Context: an optimization exercise on an open-source flow, tuned for small area, a short achievable clock period and few clock cycles per item. The choices shown serve that exercise and are no tape-out recipe.
The RTL was checked by simulation tests, not by an equivalence proof against the original design.
No driver is modelled on the clock port, so clocking that relies on it looks cheaper here than on a real chip.

==> 08-11 <==
// SNN
module SNN(
	clk,
	rst_n,
	in_valid,
	img,
	ker,
	weight,
	out_valid,
	out_data
);
input clk;
input rst_n;
input in_valid;
input [7:0] img;
input [7:0] ker;
input [7:0] weight;
output reg out_valid;
output reg [9:0] out_data;
reg [6:0] cnt;
reg iv1;
always @(posedge clk or negedge rst_n) begin
	if (!rst_n) iv1 <= 1'b0;
	else iv1 <= in_valid;
end
always @(posedge clk or negedge rst_n) begin
	if (!rst_n) cnt <= 7'd0;
	else if (cnt == 7'd75) cnt <= 7'd0;
	else if (iv1 || cnt != 7'd0) cnt <= cnt + 7'd1;
end
reg d_en0, d_en1, d_first, fc_psel, fc_add, fc_rot, di_en, di_k, di_first, di_final;
reg n_d_en0, n_d_en1, n_d_first, n_fc_psel, n_fc_add, n_fc_rot, n_di_en, n_di_k, n_di_first, n_di_final;
always @(*) begin
	{n_d_en0, n_d_en1, n_d_first, n_fc_psel, n_fc_add, n_fc_rot, n_di_en, n_di_k, n_di_first, n_di_final} = 10'd0;
	case (cnt)
		7'd14: {n_d_en0, n_d_en1, n_d_first, n_fc_psel, n_fc_add, n_fc_rot, n_di_en, n_di_k, n_di_first, n_di_final} = 10'b1010000000;
		7'd15: {n_d_en0, n_d_en1, n_d_first, n_fc_psel, n_fc_add, n_fc_rot, n_di_en, n_di_k, n_di_first, n_di_final} = 10'b1000000000;
		7'd16: {n_d_en0, n_d_en1, n_d_first, n_fc_psel, n_fc_add, n_fc_rot, n_di_en, n_di_k, n_di_first, n_di_final} = 10'b0110000000;
		7'd17: {n_d_en0, n_d_en1, n_d_first, n_fc_psel, n_fc_add, n_fc_rot, n_di_en, n_di_k, n_di_first, n_di_final} = 10'b0100000000;
  ...
==> flow/config.mk <==
export PLATFORM = sky130hd
export DESIGN_NAME = SNN
export DESIGN_NICKNAME = SNN
export VERILOG_FILES = /design/flow/design.v
export SDC_FILE = /design/flow/constraint.sdc
export NUM_CORES = 4
export LEC_CHECK = 0
export CAP_MARGIN = 40
export CORE_MARGIN = 2
export CORE_UTILIZATION = 40
export CTS_CLUSTER_DIAMETER = 140
export CTS_CLUSTER_SIZE = 26
export SLEW_MARGIN = 60
export SYNTH_HIERARCHICAL = 1
==> flow/constraint.sdc <==
create_clock -name core_clock -period 25.0 [get_ports {clk}]
set_input_delay 5.0000 -clock core_clock [delete_from_list [all_inputs] [get_ports {clk}]]
set_output_delay 5.0000 -clock core_clock [all_outputs]
set_load 0.01 [all_outputs]
standard.sh (not shown) runs the stock make flow with config.mk's settings and CLKGATE_MAP_FILE= SYNTH_SCRIPT=/design/flow/synth_recipe.tcl, a recipe that flattens the netlist after the stock synthesis.
==> flow/flow/run.sh <==
#!/bin/bash
set -o pipefail
cp standard.sh standard_sh.log
export BUFFER_PORTS_ARGS="-buffer_cell sky130_fd_sc_hd__buf_2"
bash standard.sh > standard.log 2>&1
==> 01-24 (differences from 08-11) <==
==> flow/flow/run.sh (replaced) <==
#!/bin/bash
set -eo pipefail
cp standard.sh standard_sh.log
export BUFFER_PORTS_ARGS="-buffer_cell sky130_fd_sc_hd__buf_2"
bash standard.sh cts > standard_cts.log 2>&1
ODB=$(ls orfs/results/*/SNN/base/4_cts.odb)
ODB=$ODB openroad -no_init -exit flow/unroot.tcl > unroot.log 2>&1
bash standard.sh finish > standard_finish.log 2>&1
==> flow/flow/unroot.tcl (new file) <==
# Drop the clock tree's root buffer: the clock port then drives the first
# level of the tree directly (it has only a few loads there).
set f $::env(ODB)
read_db $f
set block [ord::get_db_block]
set clk_bterm [$block findBTerm clk]
set clk_net [$clk_bterm getNet]
set loads {}
foreach it [$clk_net getITerms] { lappend loads $it }
if {[llength $loads] != 1} { puts "UNROOT: clock port has [llength $loads] loads, left as is"; exit 0 }
set root [[lindex $loads 0] getInst]
set master [[$root getMaster] getName]
if {![string match "sky130_fd_sc_hd__clkbuf_*" $master]} { puts "UNROOT: root is $master, left as is"; exit 0 }
set out_net ""
foreach it [$root getITerms] {
  if {[$it isOutputSignal]} { set out_net [$it getNet] }
}
set moved {}
foreach it [$out_net getITerms] {
  if {[$it getInst] != $root} { lappend moved $it }
}
if {[llength $moved] > 4} { puts "UNROOT: root drives [llength $moved] cells, left as is"; exit 0 }
foreach it $moved {
  $it disconnect
  $it connect $clk_net
}
puts "UNROOT: removed [$root getName] ($master), clock port now drives [llength $moved] cells"
odb::dbInst_destroy $root
odb::dbNet_destroy $out_net
write_db $f
- CAP_MARGIN: 40 -> 20
- CTS_CLUSTER_DIAMETER: 140 -> 120
- CTS_CLUSTER_SIZE: 26 -> 20
- SLEW_MARGIN: 60 -> 20
==> 10-09 (differences from 08-11) <==
--- a/flow/design.v
+++ b/flow/design.v
@@ -1610,11 +1610,12 @@
 FA u_n1463 (.a(n1437), .b(n1414), .c(n1436), .s(n1463), .co(n1464));
 wire n1465, n1466;
 FA u_n1465 (.a(~(fc_p[7] & w0[7])), .b(x2gc[14]), .c(n1438), .s(n1465), .co(n1466));
 wire [16:0] fc_c0 = {x2gc[16], x2gc[15], n1465, n1463, n1461, n1459, n1457, n1455, n1453, n1451, n1449, n1447, n1445, n1443, n1441, n1439, ~(fc_p[0] & w0[0])};
 wire [16:0] fc_c1 = {1'b1, n1466, n1464, n1462, n1460, n1458, n1456, n1454, n1452, n1450, n1448, n1446, n1444, n1442, n1440, x2gc[1], x2gc[0]};
-wire [16:0] fc_sum_n = fc_c0 - ~fc_c1;
+wire [16:0] fc_sum_n;
+ADDBK17 u_fc (.a(fc_c0), .b(fc_c1), .y(fc_sum_n));
 wire n1467 = ~(x1h_n[8]);
 wire n1468 = ~(x1h_n[8]);
 wire n1469 = ~(x1h_n[9] ^ x1h_n[1]);
 wire n1470 = x1h_n[9] | x1h_n[1];
 wire n1471 = ~(x1h_n[10] ^ x1h_n[2]);
@@ -1704,14 +1705,111 @@
 endmodule
 module FA(input a, input b, input c, output s, output co);
 assign {co, s} = a + b + c;
 endmodule
 module ADD8(input [7:0] a, input [7:0] b, output [7:0] y);
-assign y = a + b;
+wire [7:0] p = a ^ b;
+wire [7:0] g = a & b;
+wire G0_1 = g[1] | (p[1] & g[0]);
+wire P0_1 = p[1] & p[0];
+wire G0_3 = g[3] | (p[3] & g[2]);
+wire P0_3 = p[3] & p[2];
+wire G0_5 = g[5] | (p[5] & g[4]);
+wire P0_5 = p[5] & p[4];
+wire G0_7 = g[7] | (p[7] & g[6]);
+wire P0_7 = p[7] & p[6];
+wire G1_2 = g[2] | (p[2] & G0_1);
+wire P1_2 = p[2] & P0_1;
+wire G1_3 = G0_3 | (P0_3 & G0_1);
+wire P1_3 = P0_3 & P0_1;
+wire G1_6 = g[6] | (p[6] & G0_5);
+wire P1_6 = p[6] & P0_5;
+wire G1_7 = G0_7 | (P0_7 & G0_5);
+wire P1_7 = P0_7 & P0_5;
+wire G2_4 = g[4] | (p[4] & G1_3);
+wire P2_4 = p[4] & P1_3;
+wire G2_5 = G0_5 | (P0_5 & G1_3);
+wire P2_5 = P0_5 & P1_3;
+wire G2_6 = G1_6 | (P1_6 & G1_3);
+wire P2_6 = P1_6 & P1_3;
+wire G2_7 = G1_7 | (P1_7 & G1_3);
+wire P2_7 = P1_7 & P1_3;
+assign y = p ^ {G2_6, G2_5, G2_4, G1_3, G1_2, G0_1, g[0], 1'b0};
 endmodule
 module ADD8P1(input [7:0] a, input [7:0] b, output [7:0] y);
-assign y = a - ~b;
+wire [7:0] p = a ^ b;
+wire [7:0] g = a & b;
+wire g0c = g[0] | p[0];
+wire G0_1 = g[1] | (p[1] & g0c);
+wire P0_1 = p[1] & p[0];
+wire G0_3 = g[3] | (p[3] & g[2]);
+wire P0_3 = p[3] & p[2];
+wire G0_5 = g[5] | (p[5] & g[4]);
+wire P0_5 = p[5] & p[4];
+wire G0_7 = g[7] | (p[7] & g[6]);
+wire P0_7 = p[7] & p[6];
+wire G1_2 = g[2] | (p[2] & G0_1);
+wire P1_2 = p[2] & P0_1;
+wire G1_3 = G0_3 | (P0_3 & G0_1);
+wire P1_3 = P0_3 & P0_1;
+wire G1_6 = g[6] | (p[6] & G0_5);
+wire P1_6 = p[6] & P0_5;
+wire G1_7 = G0_7 | (P0_7 & G0_5);
+wire P1_7 = P0_7 & P0_5;
+wire G2_4 = g[4] | (p[4] & G1_3);
+wire P2_4 = p[4] & P1_3;
+wire G2_5 = G0_5 | (P0_5 & G1_3);
+wire P2_5 = P0_5 & P1_3;
+wire G2_6 = G1_6 | (P1_6 & G1_3);
+wire P2_6 = P1_6 & P1_3;
+wire G2_7 = G1_7 | (P1_7 & G1_3);
+wire P2_7 = P1_7 & P1_3;
+assign y = p ^ {G2_6, G2_5, G2_4, G1_3, G1_2, G0_1, g0c, 1'b1};
+endmodule
+module ADDBK17(input [16:0] a, input [16:0] b, output [16:0] y);
+wire [16:0] p = a ^ b;
+wire [16:0] g = a & b;
+wire g0c = g[0] | p[0];
+wire G_1_0 = g[1] | (p[1] & g0c);
+wire G_3_2 = g[3] | (p[3] & g[2]);
+wire P_3_2 = p[3] & p[2];
+wire G_5_4 = g[5] | (p[5] & g[4]);
+wire P_5_4 = p[5] & p[4];
+wire G_7_6 = g[7] | (p[7] & g[6]);
+wire P_7_6 = p[7] & p[6];
+wire G_9_8 = g[9] | (p[9] & g[8]);
+wire P_9_8 = p[9] & p[8];
+wire G_11_10 = g[11] | (p[11] & g[10]);
+wire P_11_10 = p[11] & p[10];
+wire G_13_12 = g[13] | (p[13] & g[12]);
+wire P_13_12 = p[13] & p[12];
+wire G_15_14 = g[15] | (p[15] & g[14]);
+wire P_15_14 = p[15] & p[14];
+wire G_3_0 = G_3_2 | (P_3_2 & G_1_0);
+wire G_7_4 = G_7_6 | (P_7_6 & G_5_4);
+wire P_7_4 = P_7_6 & P_5_4;
+wire G_11_8 = G_11_10 | (P_11_10 & G_9_8);
+wire P_11_8 = P_11_10 & P_9_8;
+wire G_15_12 = G_15_14 | (P_15_14 & G_13_12);
+wire P_15_12 = P_15_14 & P_13_12;
+wire G_7_0 = G_7_4 | (P_7_4 & G_3_0);
+wire G_15_8 = G_15_12 | (P_15_12 & G_11_8);
+wire P_15_8 = P_15_12 & P_11_8;
+wire G_15_0 = G_15_8 | (P_15_8 & G_7_0);
+wire G_11_0 = G_11_8 | (P_11_8 & G_7_0);
+wire G_5_0 = G_5_4 | (P_5_4 & G_3_0);
+wire G_9_0 = G_9_8 | (P_9_8 & G_7_0);
+wire G_13_0 = G_13_12 | (P_13_12 & G_11_0);
+wire G_2_0 = g[2] | (p[2] & G_1_0);
+wire G_4_0 = g[4] | (p[4] & G_3_0);
+wire G_6_0 = g[6] | (p[6] & G_5_0);
+wire G_8_0 = g[8] | (p[8] & G_7_0);
+wire G_10_0 = g[10] | (p[10] & G_9_0);
+wire G_12_0 = g[12] | (p[12] & G_11_0);
+wire G_14_0 = g[14] | (p[14] & G_13_0);
+wire G_16_0 = g[16] | (p[16] & G_15_0);
+assign y[16:0] = p ^ {G_15_0, G_14_0, G_13_0, G_12_0, G_11_0, G_10_0, G_9_0, G_8_0, G_7_0, G_6_0, G_5_0, G_4_0, G_3_0, G_2_0, G_1_0, g0c, 1'b1};
 endmodule
 module SGN1(input [9:0] a, input [9:0] b, output y);
 wire [9:0] t = a - ~b;
 assign y = t[9];
 endmodule
==> flow/flow/run.sh (replaced) <==
#!/bin/bash
set -eo pipefail
cp standard.sh standard_sh.log
export BUFFER_PORTS_ARGS="-buffer_cell sky130_fd_sc_hd__buf_2"
bash standard.sh cts > standard_cts.log 2>&1
ODB=$(ls orfs/results/*/SNN/base/4_cts.odb)
ODB=$ODB openroad -no_init -exit flow/unroot.tcl > unroot.log 2>&1
bash standard.sh finish > standard_finish.log 2>&1
==> flow/flow/unroot.tcl (new file) <==
# Drop the clock tree's root buffer: the clock port then drives the first
# level of the tree directly (it has only a few loads there).
set f $::env(ODB)
read_db $f
set block [ord::get_db_block]
set clk_bterm [$block findBTerm clk]
set clk_net [$clk_bterm getNet]
set loads {}
foreach it [$clk_net getITerms] { lappend loads $it }
if {[llength $loads] != 1} { puts "UNROOT: clock port has [llength $loads] loads, left as is"; exit 0 }
set root [[lindex $loads 0] getInst]
set master [[$root getMaster] getName]
if {![string match "sky130_fd_sc_hd__clkbuf_*" $master]} { puts "UNROOT: root is $master, left as is"; exit 0 }
set out_net ""
foreach it [$root getITerms] {
  if {[$it isOutputSignal]} { set out_net [$it getNet] }
}
set moved {}
foreach it [$out_net getITerms] {
  if {[$it getInst] != $root} { lappend moved $it }
}
if {[llength $moved] > 4} { puts "UNROOT: root drives [llength $moved] cells, left as is"; exit 0 }
foreach it $moved {
  $it disconnect
  $it connect $clk_net
}
puts "UNROOT: removed [$root getName] ($master), clock port now drives [llength $moved] cells"
odb::dbInst_destroy $root
odb::dbNet_destroy $out_net
write_db $f
- CTS_CLUSTER_DIAMETER: 140 -> 130
- CTS_CLUSTER_SIZE: 26 -> 24
==> notes <==
Routed wire length, highest first: 08-11, 01-24, 10-09.
Sequential share of layout area, highest first: 10-09, 08-11, 01-24.
In global-route usage, 08-11 and 01-24 hardly differ.
==> figures <==
| quantity | 01-24 | 10-09 | 08-11 |
|---|---|---|---|
| Outcome | timing/DRC/antenna clean | timing/DRC/antenna clean | timing/DRC/antenna clean |
| Drt total wl | 79.00 mm | 78.07 mm | 79.35 mm |
| Cell total after placement | 3748 | 3686 | 3752 |
| Share of the synthesized area in compound gates (AO/OA/AOI/OAI) | 3.587% | 3.604% | 3.587% |
| Nets@finish | 3594 | 3545 | 3594 |
| Depth of the most critical reg-to-reg path | 16 | 19 | 16 |
| Buffers & Inverters on Critical Path | 0 | 1 | 1 |
| Vias per cell | 5.210 | 5.148 | 5.233 |
Testbench counts of 08-11, summed over its fixed seeds: cycles 9,984, items 128.
Testbench counts of 01-24, summed over its fixed seeds: cycles 9,984, items 128.
Testbench counts of 10-09, summed over its fixed seeds: cycles 9,984, items 128.

## static timing again, ports no longer ideal
The flow's constraints put no driver on any port. The routed layouts listed below were extracted and timed again, unchanged, in two steps.
Step 1 assumes that a clkbuf_16 drives the clock port and a buf_2 every other input.
Step 2 moves the port delays by t, midway between the first and last clock arrival at a register: inputs arrive t later, outputs are due t later. That takes back most of the time a late clock gives input paths.
Three values: ideal, step 1, step 2; two values: the first two.
run	t (ns)	setup WS [ns]	latest minus earliest clock arrival (ns)	slew at the worst register clock pin (ns)	pins driven straight from the clock port
08-11	0.633	18.895 / 18.833 / 19.157	0.035 / 0.034	0.12 / 0.12	1
01-24	0.523	18.684 / 18.684 / 18.684	0.028 / 0.028	0.10 / 0.10	2
10-09	0.512	19.037 / 18.958 / 19.107	0.025 / 0.025	0.10 / 0.10	2
After both steps every run listed still meets setup and hold.
